This design comes from an exercise in tuning for small area, a short achievable clock period and few clock cycles on the open sky130 flow, not from production work. Function was not checked in any run shown here: the RTL went through the layout flow alone. Power figures rest on the tool's default switching activity, not on a simulated workload.

--- flow/design.v ---
module cnn(
  input             clk,
  input             rst,
  input             en,
  input      [7:0]  ps_rd,
  input      [7:0]  in_rd,
  input      [7:0]  w_rd,
  input      [7:0]  b_rd,
  input      [7:0]  out_rd,
  output reg        done,
  output     [15:0] ps_ra,
  output     [15:0] in_ad,
  output reg        in_we,
  output     [7:0]  in_wd,
  output     [15:0] w_ra,
  output     [15:0] b_ra,
  output     [15:0] out_ad,
  output reg        out_we,
  output     [7:0]  out_wd
);
reg s_idle, s_load, s_init, s_calc, s_conv, s_cdrn, s_pool, s_pdrn;
reg [7:0] pR, pC, pM, pN, pK, pS, pIR, pIC, pnIR, pnIC, pnP;
reg [3:0] pa;
assign ps_ra = {12'd0, pa};
reg [15:0] dN;     
reg [15:0] dT;     
reg [15:0] SmS;    
reg [15:0] dCh;    
reg [15:0] NKK;    
reg        nkdone;
reg [1:0]  q;                  
reg        ph1, ph2, ph3;      
reg        se_conv, adv, adv_blk, adv_row, adv_quad, adv_last;   
reg [7:0]  j, i, n, tc, tr;    
reg [5:0]  mq;                 
reg [15:0] la, vb, tb;         
wire [7:0] j1 = j + 8'd1, i1 = i + 8'd1, n1 = n + 8'd1, tc1 = tc + 8'd1, tr1 = tr + 8'd1;
wire [6:0] mq1 = {1'b0, mq} + 7'd1;
wire il  = (i1 == pK);
wire nl  = (n1 == pN);
reg jl, il_r, nl_r, tcl, trl, tap_first, blk_last, quad_last, conv_last;
always @(posedge clk) begin
  jl <= (j1 == pK); il_r <= il; nl_r <= nl;
  tcl <= (tc == {1'b0, pC[7:1]});
  trl <= (tr == {1'b0, pR[7:1]});
  tap_first <= (j == 8'd0) & (i == 8'd0) & (n == 8'd0);
  blk_last  <= (j1 == pK) & il & nl;
  quad_last <= (j1 == pK) & il & nl & (tc == {1'b0, pC[7:1]}) & (tr == {1'b0, pR[7:1]});
  conv_last <= (j1 == pK) & il & nl & (tc == {1'b0, pC[7:1]}) & (tr == {1'b0, pR[7:1]}) &
               ({mq1, 2'b00} >= {1'b0, pM});
end
wire [15:0] tb_next = tcl ? (trl ? 16'd0 : tb + dT) : tb + {7'd0, pS, 1'b0};
reg  [15:0] vb_next;    
always @(posedge clk) vb_next <= blk_last ? tb_next : vb + (~jl ? 16'd1 : ~il_r ? {8'd0, pIC} : dN);
reg [15:0] wv, wa, wb;
reg        wval, wfirst, wlast, wqlast;
reg [5:0]  wmq;
wire [15:0] wa_add = wa + (ph3 ? 16'd1 : NKK);
wire [15:0] wv_next = wval ? (wlast ? (wqlast ? wa_add : wb) : wv + 16'd1) : wv;
assign in_ad  = la;
assign w_ra   = wa;
assign b_ra   = {8'd0, wmq, q};
reg [7:0]  wr0, wr1, wr2, wr3, br;    
reg [31:0] sh, xm;             
reg [11:0] p0, p1, p2, p3;     
reg [11:0] a00, a01, a02, a03, a10, a11, a12, a13;
reg [11:0] a20, a21, a22, a23, a30, a31, a32, a33;
reg [19:0] h0, h1, h2, h3;     
reg v1, f1, l1, v2, f2, l2, l3, l4;
function [11:0] mul;
  input [7:0] x, w;
  mul = {{4{x[7]}}, x} * {{4{w[7]}}, w};
endfunction
function [4:0] relu;
  input [11:0] a;
  relu = a[11] ? 5'd0 : {1'b0, a[7:4]} + {4'd0, a[3]};
endfunction
wire [11:0] bias = {br, 4'd0};
always @(posedge clk) begin
  wr0 <= v1 ? w_rd : 8'd0;
  wr1 <= v1 ? w_rd : 8'd0;
  wr2 <= v1 ? w_rd : 8'd0;
  wr3 <= v1 ? w_rd : 8'd0;
  br  <= b_rd;
  sh  <= {in_rd, sh[31:8]};
  if (ph1) xm <= sh;
  p0 <= mul(xm[7:0],   wr0);
  p1 <= mul(xm[15:8],  wr1);
  p2 <= mul(xm[23:16], wr2);
  p3 <= mul(xm[31:24], wr3);
  a00 <= f2 ? bias : a01; a01 <= a02; a02 <= a03; a03 <= a00 + p0;
  a10 <= f2 ? bias : a11; a11 <= a12; a12 <= a13; a13 <= a10 + p1;
  a20 <= f2 ? bias : a21; a21 <= a22; a22 <= a23; a23 <= a20 + p2;
  a30 <= f2 ? bias : a31; a31 <= a32; a32 <= a33; a33 <= a30 + p3;
end
reg        wbusy, wfin, wpend;
reg [3:0]  wk;
reg [15:0] wo, ob;
reg        crow, cqend;
reg [5:0]  cmq;
reg [4:0]  owd;
assign out_wd = {3'd0, owd};
assign out_ad = wo;
wire hshift = l4 | (wbusy & (wk[1:0] == 2'd3));
always @(posedge clk) begin
  if (hshift) begin
    h0 <= {relu(a03), h0[19:5]};
    h1 <= {relu(a13), h1[19:5]};
    h2 <= {relu(a23), h2[19:5]};
    h3 <= {relu(a33), h3[19:5]};
  end
end
wire [4:0] hsel = (wk[1:0] == 2'd0) ? h0[4:0] : (wk[1:0] == 2'd1) ? h1[4:0] :
                  (wk[1:0] == 2'd2) ? h2[4:0] : h3[4:0];
wire chv = ({1'b0, cmq, wk[3:2]} < {1'b0, pM});
reg [1:0] pq;
reg xin, yin;
wire xl    = (j == pnIC);      
wire yl    = (i == pnIR);
wire ml    = (n == pM);
wire inner = xin & yin;
reg  xlin, ylin;                                
always @(posedge clk) begin
  xlin <= (tc == {1'b0, pC[7:1]});
  ylin <= (tr == {1'b0, pR[7:1]});
end
wire el    = ~inner | (pq == 2'd3);
wire np0   = (pnP == 8'd0);
reg pe_1, pi_1, pf_1, pe_2, pi_2, pf_2;
reg [4:0] ordr, mx, iwd;
assign in_wd = {3'd0, iwd};
wire [4:0] mxn = (ordr > mx) ? ordr : mx;
always @(posedge clk) begin
  ordr <= out_rd[4:0];
  mx <= pf_2 ? ordr : mxn;
  if (pe_2) iwd <= pi_2 ? mxn : 5'd0;
end
wire cdrn_done = ~wpend & ph3 & ~wval & ~v1 & ~v2 & ~l3 & ~l4;
reg  [15:0] wo_d;
wire [1:0]  pq_n = (s_pool & inner) ? pq + 2'd1 : 2'd0;
wire [3:0]  wk_n = wbusy ? wk + 4'd1 : 4'd0;
always @(posedge clk)
  wo_d <= (s_pool | (s_cdrn & cdrn_done)) ?
            ((pq_n == 2'd1) ? {8'd0, pC} : (pq_n == 2'd3 && !xlin) ? 16'd0 - {8'd0, pC} : 16'd1) :
            ((wk_n[1:0] == 2'd0) ? dCh : (wk_n[1:0] == 2'd2) ? {8'd0, pC} : 16'd1);
wire [15:0] wo_add = wo + wo_d;
wire cN = (j == pIR);
wire cT = (la[8:0] == {pS, 1'b0});
wire cS = (tc == pS);
wire cR = (tr == pR);
wire calc_done_c = nkdone & cN & cT & cS & cR;
reg  calc_done;    
always @(posedge clk) calc_done <= s_calc & calc_done_c;
wire pool_end = el & xl & yl & ml;
wire calc_exit = s_calc & calc_done;
always @(posedge clk) begin
  ph1 <= ~calc_exit & (q == 2'd0);
  ph2 <= ~calc_exit & (q == 2'd1);
  ph3 <= ~calc_exit & (q == 2'd2);
  se_conv  <= ph2 & s_conv;
  adv      <= ph2 & s_conv & ~(blk_last & wpend);
  adv_blk  <= ph2 & s_conv & blk_last & ~wpend;
  adv_row  <= ph2 & s_conv & blk_last & ~wpend & tcl;
  adv_quad <= ph2 & s_conv & blk_last & ~wpend & tcl & trl;
  adv_last <= ph2 & s_conv & blk_last & ~wpend & conv_last;
end
always @(posedge clk or posedge rst) begin
  if (rst) begin
    s_idle <= 1'b1; s_load <= 1'b0; s_init <= 1'b0; s_calc <= 1'b0;
    s_conv <= 1'b0; s_cdrn <= 1'b0; s_pool <= 1'b0; s_pdrn <= 1'b0;
    done <= 1'b0;
    pa <= 4'd0;
    wval <= 1'b0;
    v1 <= 1'b0; f1 <= 1'b0; l1 <= 1'b0; v2 <= 1'b0; f2 <= 1'b0; l2 <= 1'b0;
    l3 <= 1'b0; l4 <= 1'b0;
    wbusy <= 1'b0; wfin <= 1'b0; wpend <= 1'b0;
    out_we <= 1'b0;
    pe_1 <= 1'b0; pi_1 <= 1'b0; pf_1 <= 1'b0; pe_2 <= 1'b0; pi_2 <= 1'b0; pf_2 <= 1'b0;
    in_we <= 1'b0;
  end else begin
    if (ph3) wval <= adv;
    v1 <= wval; f1 <= wval & wfirst; l1 <= wval & wlast;
    v2 <= v1; f2 <= f1; l2 <= l1;
    l3 <= l2;
    l4 <= l3;
    if (adv_blk) wpend <= 1'b1;
    if (l4 & ph3) wbusy <= 1'b1;       
    if (wbusy & (wk == 4'd15)) wbusy <= 1'b0;
    wfin <= wbusy & (wk == 4'd15);
    if (wfin) wpend <= 1'b0;
    out_we <= wbusy & chv;
    pe_1 <= s_pool & el;
    pi_1 <= s_pool & inner;
    pf_1 <= s_pool & (pq == 2'd0);
    pe_2 <= pe_1; pi_2 <= pi_1; pf_2 <= pf_1;
    in_we <= pe_2;
    if (s_idle & en) begin s_idle <= 1'b0; s_load <= 1'b1; done <= 1'b0; pa <= 4'd1; end
    if (s_load) begin
      pa <= (pa == 4'd11) ? 4'd0 : pa + 4'd1;
      if (pa == 4'd11) begin s_load <= 1'b0; s_init <= 1'b1; end
    end
    if (s_init) begin s_init <= 1'b0; s_calc <= 1'b1; end
    if (s_calc & calc_done) begin s_calc <= 1'b0; s_conv <= 1'b1; end
    if (adv_last) begin s_conv <= 1'b0; s_cdrn <= 1'b1; end
    if (s_cdrn & cdrn_done) begin s_cdrn <= 1'b0; s_pool <= 1'b1; end
    if (s_pool & pool_end) begin s_pool <= 1'b0; s_pdrn <= 1'b1; end
    if (s_pdrn & (pq == 2'd2)) begin s_pdrn <= 1'b0; s_idle <= 1'b1; done <= 1'b1; end
  end
end
always @(posedge clk) begin
  q <= q + 2'd1;
  if (wbusy) begin
    owd <= hsel;
    wk <= wk + 4'd1;
    wo <= (wk == 4'd0) ? ob : wo_add;
  end else
    wk <= 4'd0;
  if ((wbusy & (wk == 4'd1) & ~crow) | (wbusy & (wk == 4'd3) & crow) | (wfin & cqend))
    ob <= wo + (wfin ? 16'd1 : 16'd2);
  if (s_load) begin
    pR <= pC; pC <= pM; pM <= pN; pN <= pK; pK <= pS; pS <= pIR; pIR <= pIC;
    pIC <= pnIR; pnIR <= pnIC; pnIC <= pnP; pnP <= ps_rd;
  end
  if (s_init) begin
    dN  <= 16'd1 - {8'd0, pK};
    dT  <= {8'd0, pK} + {8'd0, pS};
    SmS <= {8'd0, pIC} - {8'd0, pS};
    dCh <= 16'd0 - {8'd0, pC} - 16'd1;
    NKK <= 16'd0;
    nkdone <= 1'b0;
    la <= 16'd1; i <= 8'd0; n <= 8'd0;
    j <= pK - 8'd1; tc <= 8'd1; tr <= 8'd0;
  end
  if (s_calc) begin
    if (!cN) begin dN <= dN + {8'd0, pIC}; j <= j1; end
    if (!cT) begin dT <= dT + {8'd0, pIC}; la <= la + 16'd1; end
    if (!cS) begin SmS <= SmS + {8'd0, pIC}; tc <= tc1; end
    if (!cR) begin dCh <= dCh + {8'd0, pC}; tr <= tr1; end
    if (!nkdone) begin
      NKK <= NKK + {8'd0, pK};
      i <= il ? 8'd0 : i1;
      if (il) n <= n1;
      if (il & nl) nkdone <= 1'b1;
    end
    if (calc_done) begin
      pIC <= pIC - pK + 8'd1;
      pnIC <= pnIC - 8'd1;
      pnIR <= pnIR - 8'd1;
      pC <= pC - 8'd1;
      pR <= pR - 8'd1;
      q <= 2'd0;
      j <= 8'd0; i <= 8'd0; n <= 8'd0; tc <= 8'd0; tr <= 8'd0; mq <= 6'd0;
      la <= 16'd0; vb <= 16'd0; tb <= 16'd0;
      wv <= 16'd0; wa <= 16'd0; wb <= 16'd0; ob <= 16'd0;
    end
  end
  if (s_conv) begin
    if (ph3) begin
      if (adv) begin
        j <= jl ? 8'd0 : j1;
        if (jl) i <= il_r ? 8'd0 : i1;
        if (jl & il_r) n <= nl_r ? 8'd0 : n1;
        vb <= vb_next;
        la <= vb_next;
      end else
        la <= vb;
      wfirst <= tap_first; wlast <= blk_last; wqlast <= quad_last; wmq <= mq;
    end else
      la <= la + (ph1 ? SmS : {8'd0, pS});
  end
  if (adv_blk) begin
    tc <= adv_row ? 8'd0 : tc1;
    tb <= tb_next;
    crow <= tcl; cqend <= tcl & trl; cmq <= mq;
  end
  if (adv_row) tr <= adv_quad ? 8'd0 : tr1;
  if (adv_quad) mq <= mq1[5:0];
  if (s_cdrn) begin
    j <= 8'd0; i <= 8'd0; n <= 8'd0; tc <= 8'd0; tr <= 8'd0; pq <= 2'd0;
    xin <= np0; yin <= np0;
    la <= 16'd0;
    if (cdrn_done) begin wo <= 16'd0; pM <= pM - 8'd1; end
  end
  if (s_pool) begin
    la <= la + {15'd0, in_we};
    if (inner) begin
      pq <= pq + 2'd1;
      wo <= wo_add;
    end
    if (el) begin
      if (xl) begin
        j <= 8'd0; tc <= 8'd0; xin <= np0;
        if (yl) begin
          i <= 8'd0; tr <= 8'd0; yin <= np0; n <= n1;
        end else begin
          i <= i1;
          if (yin) tr <= tr1;
          if (i1 == pnP) yin <= 1'b1;
          else if (yin & ylin) yin <= 1'b0;
        end
      end else begin
        j <= j1;
        if (xin) tc <= tc1;
        if (j1 == pnP) xin <= 1'b1;
        else if (xin & xlin) xin <= 1'b0;
      end
    end
    if (pool_end) pq <= 2'd0;
  end
  if (s_pdrn) begin
    la <= la + {15'd0, in_we};
    pq <= pq + 2'd1;
  end
  if (s_conv | s_cdrn) begin
    if (ph3) begin
      wa <= wv_next;
      wv <= wv_next;
      if (wval & wlast & wqlast) wb <= wa_add;
    end else if (wval)
      wa <= wa_add;
  end
end
endmodule
--- flow/flow/run.sh ---
#!/bin/bash
set -euo pipefail
export BUFFER_PORTS_ARGS="-buffer_cell sky130_fd_sc_hd__buf_2"
export SETUP_SLACK_MARGIN=7.5
bash standard.sh > standard.log 2>&1
--- flow/standard.sh ---
#!/bin/bash
# synth_recipe.tcl (not shown) runs the flow's synth.tcl, then flattens the netlist and writes it again
# the make line also repeats each setting of config.mk as NAME=value (left out here)
make -C /OpenROAD-flow-scripts/flow DESIGN_CONFIG=/design/flow/config.mk WORK_HOME=/design/flow/orfs CLKGATE_MAP_FILE= SYNTH_SCRIPT=/design/flow/synth_recipe.tcl "${@:-finish}"
--- flow/config.mk ---
export PLATFORM = sky130hd
export DESIGN_NAME = cnn
export DESIGN_NICKNAME = cnn
export VERILOG_FILES = /design/flow/design.v
export SDC_FILE = /design/flow/constraint.sdc
export NUM_CORES = 4
export LEC_CHECK = 0
export CAP_MARGIN = 20
export CORE_MARGIN = 2
export CORE_UTILIZATION = 65
export CTS_BUF_LIST = sky130_fd_sc_hd__clkbuf_8
export PLACE_DENSITY = 0.75
export SLEW_MARGIN = 20
--- flow/constraint.sdc ---
create_clock -name core_clock -period 11.0 [get_ports {clk}]
set_input_delay 2.2000 -clock core_clock [delete_from_list [all_inputs] [get_ports {clk}]]
set_output_delay 2.2000 -clock core_clock [all_outputs]
set_load 0.01 [all_outputs]
==> results of run 1 <==
## cell usage in the layout (no fill, tap or decap), drive strengths merged, types with 167 or more instances in the layout
cell    count
dfxtp     639
a21oi     284
o21ai     334
fa        167
inv       507
clkbuf    167
edfxtp    201
and2      200
xnor2     268
nor2      322
buf       299
ha        352
nand2     457
## logic make-up (layout without fill, tap and decap cells)
logic type	after synthesis	in the layout	synth area share, %
and+or+nand+nor	1624	1624	16.0
AOI/OAI and AO/OA	1126	1126	14.3
DFF	873	873	39.4
buffers and inverters	706	1023	5.59
adders and majority gates	519	519	15.5
xor gates and xnor gates	413	413	7.33
muxes	94	94	1.93
other	1	27	0.00751
## cell type report
type	count	area (um2)
Multi-Input combinational cell	3802	28400
Clock inverter	104	813
Timing Repair Buffer	302	2590
Tap cell	1030	1290
Sequential cell	873	19900
Antenna cell	1	2.50
Clock buffer	164	2260
Fill cell	5343	19000
Inverter	453	1720
## state kept, by name, summed over array words and instances, names as in the netlist, 16 cells and up
signal,count
xm,32
ob,16
la,16
h2,20
dCh,16
tb,16
vb,16
dT,16
NKK,16
wo,16
wa,16
h3,20
vb_next,16
SmS,16
wb,16
wo_d,16
dN,16
h1,20
h0,20
sh,32
wv,16
## final timing paths
kind                            slack [ns]    from      to
worst max-delay path                  6.86  wr0[2]  p2[11]
min in group asynchronous             1.54     rst    pe_1
max in group asynchronous             8.81     rst  s_load
worst min-delay path                  0.31  a13[2]  a12[2]
worst max register to register        6.86  wr0[2]  p2[11]
worst min register to register        0.31  a13[2]  a12[2]
## where the power goes
group	leakage, nW	switching, W	internal, W
clock	1.74	0.00142	0.00161
combinational	15.2	0.00160	0.00144
sequential	7.70	0.000604	0.00381
## metal layers
layer  share of wire, %  vias to the layer above  GRT usage [%]
met5               0.10                        -              0
li1                   -                    18900              -
met4                3.5                        4           12.1
met3                8.8                      333           6.68
met1                 43                    19100           46.3
met2                 45                     1681           51.1
## cell usage after synthesis (147+ instances only)
cell type    n
fa_1       167
ha_1       352
and2_1     198
inv_1      449
o21ai_0    329
nand2_1    457
nor2_1     322
clkbuf_1   188
xnor2_1    268
edfxtp_1   201
nand3_1    147
a21oi_1    284
dfxtp_1    639
## stage by stage
stage	instances	total power [W]	util [%]	worst slack (ns)
floorplan	5381	0.00669	-	7.31
finish	6729	0.0105	74.9	6.86
global placement	6308	0.00727	67.6	6.76
detailed placement	6308	0.00738	67.6	6.69
global route	6729	0.0112	74.9	6.74
CTS	6673	0.0105	73.5	7.10
## timing repair
| item | in CTS | in global routing |
|---|---|---|
| setup buffers | 96 | 52 |
| gates resized for setup | 211 | 153 |
| pin swaps | 26 | 101 |
| endpoints found under the setup margin | 105 | 102 |
| gates cloned | 1 | 3 |
==> flow_metrics.py, run 1 <==
metrics = {
    "clock_network": {
        "cts_sinks": 873,
        "h-tree-depth": 4,
        "cts_tree": "done",
        "hold_buffers": 0,
        "cts_buffer_depth": 3,
        "clk_pin_slew_worst_paths_ns": 0.07,
        "cts_buffers": 144,
        "worst_skew_pair.late_latency_ns": 0.85,
        "cts-root-buf": "clkbuf_8",
    },
    "yosys": {
        "syn-cell-area_um2": 49900,
        "yosys-top-cells-area": "dfxtp_1 (26%), edfxtp_1 (12%), ha_1 (8.8%), fa_1 (6.7%), xnor2_1 (4.7%)",
        "synth_flop_cell": "dfxtp_1",
        "async_flop_share_pct": 3.78,
        "netlist_instances": 5356,
        "ys_ff_latch": 873,
        "synth_area_per_cell_um2": 9.32,
        "synth.yosys.warnings": 1,
        "synth_edf_count": 201,
        "synth_cell_types": 87,
        "synth.top_cell.area_share_pct": 25.6,
        "yosysSeqAreaShare_pct": 39.4,
        "yosysTopAreaCell": "dfxtp_1",
    },
    "sta": {
        "worstMarginPinSlew_ns": 1.03,
        "fin_crit_sh_pct": 37.6,
        "finClkSkew_ns": 0.0712,
        "relSlewSlack_pct": 31.1,
        "rsz0062_at_grt": "true",
        "fmax_ghz": 0.241,
        "min_period_ns": 4.14,
        "setup_viol": 0,
        "fin_tns_setup_ns": 0,
        "report.final.slew_viol_count": 0,
        "hold_viol": 0,
        "finalHoldWorstSlack_ns": 0.312,
    },
    "min_path": {
        "hold_depth": 0,
        "hp-class": "reg2reg",
    },
    "floorplanning": {
        "dieWidth_um": 281,
        "start_util_pct": 65.8,
        "coreArea_um2": 75900,
        "die_h_um": 281,
        "dieArea_um2": 79100,
        "ios": 142,
        "row_count": 101,
    },
    "flow_run": {
        "drv_cap": 0,
    },
    "finish": {
        "syn2layout_area_growth_pct": 14.0,
        "final_cell_area_um2": 56900,
        "drive_gt1_share_pct": 13.7,
        "layout.nets": 6138,
    },
    "setup_path": {
        "cp-end-kind": "flip-flop",
        "path_max_fanout": 6,
        "reg2regPathDepth": 19,
        "critPathTopFamily": "adder cells",
        "crit_chain": "buf_6, buf_4, nand2_2, fa_2, fa_1, inv_2, ha_4, inv_2, fa_1, inv_1, ha_1, a21o_1, a21oi_4, o21bai_4, a21oi_4, nor2b_1, o21ai_1, nand2b_1, xnor2_1",
        "start_kind": "flip-flop",
        "crit_path_top_delay_cell": "fa_1",
        "worst-path-buf-inv": 5,
        "arrival_ns": 4.81,
        "required_ns": 11.67,
        "slowest_delay_ns": 0.55,
        "path_class": "reg2reg",
        "cp.depth": 19,
    },
    "detailed_routing": {
        "drcViolationCount": 0,
        "vias": 40100,
        "via_per_inst": 5.95,
        "first_iter_violations": 3755,
        "wl_per_cell_um": 20.0,
        "ant_nets": 0,
        "dr.pass1.iters": 9,
        "drt_wl_total_um": 135000,
    },
    "grt": {
        "grt_pass1_vias": 38100,
        "antenna_found_initial": 3,
        "grt_util_all_layers_pct": 33.2,
        "grt-ovfl-total": 0,
        "grt_pass1_wl_um": 206000,
        "grt_max_degree": 81,
    },
    "power_and_ir_drop": {
        "ir_drop_v": 0.000166,
        "powerDensity_nw_per_um2": 184,
        "p_leak_nw": 24.7,
    },
    "place": {
        "dp.final_hpwl_um": 90200,
        "port_buffers": 112,
        "globalplace.congestion": 0.936,
        "placed_area_um2": 51300,
    },
    "outcome": {
        "status": "no timing/DRC/antenna violations",
    },
}
==> inputs of run 2 (changes only) <==
--- a/flow/config.mk
+++ b/flow/config.mk
@@ -8,6 +8,7 @@
 export CAP_MARGIN = 20
 export CORE_MARGIN = 2
 export CORE_UTILIZATION = 65
-export CTS_BUF_LIST = sky130_fd_sc_hd__clkbuf_8
+export CTS_BUF_LIST = sky130_fd_sc_hd__clkbuf_16
+export CTS_CLUSTER_SIZE = 30
 export PLACE_DENSITY = 0.75
 export SLEW_MARGIN = 20
==> flow_metrics.py, run 2 <==
metrics = {
    "outcome": {
        "status": "no timing/DRC/antenna violations",
    },
    "finish": {
        "n_fill_cell": 5399,
        "mostFrequentLayoutCell": "dfxtp_1",
        "reg_top3": "sh x32, xm x32",
        "drive_gt1_share_pct": 11.9,
        "syn2layout_area_growth_pct": 12.5,
        "layout.nets": 6059,
        "final_cell_area_um2": 56200,
        "final_cell_mix": "dfxtp_1 (588), nand2_1 (446), inv_1 (434)",
    },
    "sta": {
        "fin_crit_sh_pct": 36.3,
        "worstMarginPinSlew_ns": 0.988,
        "fin_ws_ns": 7.00,
        "fmax_ghz": 0.250,
        "relSlewSlack_pct": 33.9,
        "fin_tns_setup_ns": 0,
        "finClkSkew_ns": 0.0462,
        "min_period_ns": 4.00,
        "report.final.slew_viol_count": 0,
        "hold_viol": 0,
        "rsz0062_at_grt": "true",
        "setup_viol": 0,
    },
    "grt": {
        "grt_util_all_layers_pct": 32.8,
        "grt_max_degree": 81,
        "grt_pass1_vias": 37600,
        "grt-ovfl-total": 0,
        "grt_pass1_wl_um": 204000,
        "antenna_found_initial": 7,
    },
    "min_path": {
        "hold_path_startpoint": "a12[11]",
        "min_to": "a11[11]",
        "hp-class": "reg2reg",
        "hold_depth": 0,
    },
    "setup_path": {
        "required_ns": 11.54,
        "slowest_delay_ns": 0.56,
        "crit_path_top_delay_cell": "edfxtp_1",
        "start_kind": "flip-flop",
        "path_max_fanout": 7,
        "reg2regPathDepth": 15,
        "crit_chain": "and2_1, fa_1, inv_1, fa_1, inv_1, fa_1, inv_1, fa_1, inv_1, ha_4, a21oi_4, nor2b_1, o21ai_1, nand2b_1, xnor2_1",
        "cp-end-kind": "flip-flop",
        "path_class": "reg2reg",
        "r2r-start": "xm[19]",
        "ff2ff_setup_slack_ns": 7.00,
        "r2r_end": "p2[11]",
        "arrival_ns": 4.53,
    },
    "clock_network": {
        "cts_tree": "done",
        "worst_skew_pair.late_latency_ns": 0.69,
        "cts_sinks": 873,
        "cts-root-buf": "clkbuf_16",
        "clk_pin_slew_worst_paths_ns": 0.06,
        "cts_buffer_depth": 3,
        "cts_buffers": 91,
        "h-tree-depth": 3,
    },
    "flow_run": {
        "drv_cap": 0,
    },
    "detailed_routing": {
        "drcViolationCount": 0,
        "ant_nets": 0,
        "wl_met3_um": 12200,
        "via_per_inst": 5.99,
        "top_layer_used": "met5",
        "first_iter_violations": 3837,
        "met2RoutedLength_um": 60000,
        "drt_wl_total_um": 133000,
        "met1Wirelength_um": 56300,
        "dr.pass1.iters": 6,
        "vias": 39600,
        "wl_per_cell_um": 20.1,
    },
    "yosys": {
        "ys_ff_latch": 873,
        "async_flop_share_pct": 3.78,
        "yosysTopAreaCell": "dfxtp_1",
        "synth_cell_types": 87,
        "netlist_instances": 5356,
        "synth.yosys.warnings": 1,
        "synth_area_per_cell_um2": 9.32,
        "synth_flop_cell": "dfxtp_1",
        "syn-cell-area_um2": 49900,
        "synthMostInstantiatedCell": "dfxtp_1",
        "yosys-top-cells-area": "dfxtp_1 (26%), edfxtp_1 (12%), ha_1 (8.8%), fa_1 (6.7%), xnor2_1 (4.7%)",
        "yosysSeqAreaShare_pct": 39.4,
        "synth.top_cell.area_share_pct": 25.6,
        "synth_edf_count": 201,
        "synth_commonest_cells": "dfxtp_1 (639), nand2_1 (457), inv_1 (449), ha_1 (352), o21ai_0 (329)",
    },
    "place": {
        "dp.final_hpwl_um": 90200,
        "globalplace.congestion": 0.936,
        "place_ws_ns": 6.69,
        "port_buffers": 112,
        "placed_area_um2": 51300,
    },
    "floorplanning": {
        "dieWidth_um": 281,
        "row_count": 101,
        "coreArea_um2": 75900,
        "ios": 142,
        "dieArea_um2": 79100,
        "start_util_pct": 65.8,
        "die_h_um": 281,
    },
    "power_and_ir_drop": {
        "p_leak_nw": 24.2,
        "powerDensity_nw_per_um2": 187,
        "ir_drop_v": 0.000195,
    },
}
[run 2: how the worst max path moves through the flow]
stage                      start     end
after CTS                 wr0[2]  p1[11]
after global placement    wr0[2]  p0[11]
after floorplan           wr0[0]  p2[11]
after detailed placement  wr0[2]  p0[11]
final                     xm[19]  p2[11]
after global routing      wr0[2]  p1[11]
[run 2: what timing repair did]
item | CTS | global route
setup buffers | 66 | 53
gates resized for setup | 130 | 110
hold buffers | 0 | 0
gates cloned | 1 | 5
pin swaps | 72 | 75
endpoints found under the setup margin | 74 | 51
[run 2: critical path, delay by kind of cell (launching register included)]
kind	cells	cell delay, ns
xor+xnor	1	0.13
simple gates	3	0.43
compound gates	2	0.33
buf+inv	4	0.23
fa+ha+maj	5	2.21
flops	1	0.56
[run 2: layer usage]
metal,up-vias,track usage (%)
li1,18700,-
met1,19000,45.8
met2,1609,51.3
met3,302,6.38
met4,10,10.7
met5,-,0
[run 2: metrics by stage]
| stage | hold slack, ns | utilization, % | instances | total power [W] |
|---|---|---|---|---|
| finish | 0.305 | 73.9 | 6606 | 0.0105 |
| global placement | 0.310 | 67.6 | 6308 | 0.00727 |
| CTS | 0.303 | 72.7 | 6546 | 0.0105 |
| detailed placement | 0.312 | 67.6 | 6308 | 0.00738 |
| global route | 0.315 | 73.9 | 6605 | 0.0111 |
| floorplan | 0.310 | - | 5381 | 0.00669 |
[run 2: layout make-up]
type                       count  area, um2  share of cell area, %
inverter                     453       1710                   3.05
tap                         1030       1290                   2.29
timing repair buffer         276       2100                   3.74
multi-input combinational   3802      28300                   50.4
clock buffer                  91       2280                   4.05
sequential                   873      19800                   35.2
antenna                        1       2.50                0.00446
clock inverter                80        714                   1.27
[run 2: cells by family after synthesis]
logic type / Yosys count / synth area share [%]
XOR/XNOR: 413 / 7.33
buffers and inverters: 706 / 5.59
other: 1 / 0.00751
multiplexers: 94 / 1.93
AND/OR/NAND/NOR: 1624 / 16.0
AO/OA/AOI/OAI: 1126 / 14.3
adder cells (fa/ha/maj): 519 / 15.5
flip-flops: 873 / 39.4
[run 2: where the power goes]
group	leakage [nW]	internal, W	switching [W]	total, W
logic	15.0	0.00141	0.00157	0.00298
registers	7.69	0.00382	0.000625	0.00444
clock network	1.50	0.00170	0.00137	0.00307

## re-timing with driven ports
No port has a modelled driver above. Below, the same layouts with a new extraction and two added sets of constraints.
Step 1: set_driving_cell puts a clkbuf_16 on clk and a buf_2 on each other input, an assumption about the parent block.
Step 2, shift: input delay + t, output delay - t, t = (earliest + latest rising clock arrival at the registers) / 2. This alone moves slack from input paths to output paths.
Slacks: ideal ports / drivers / drivers and shift; pairs: ideal ports / drivers.
run	shift t [ns]	setup WS [ns]	hold WS [ns]	worst setup path at the end	worst data-port slew with drivers (ns)
run 1	0.875	6.859 / 6.859 / 6.859	0.312 / 0.312 / 0.312	register to register	0.04
run 2	0.740	7.003 / 7.003 / 7.003	0.305 / 0.305 / 0.305	register to register	0.04
After both steps every run listed still meets setup and hold.
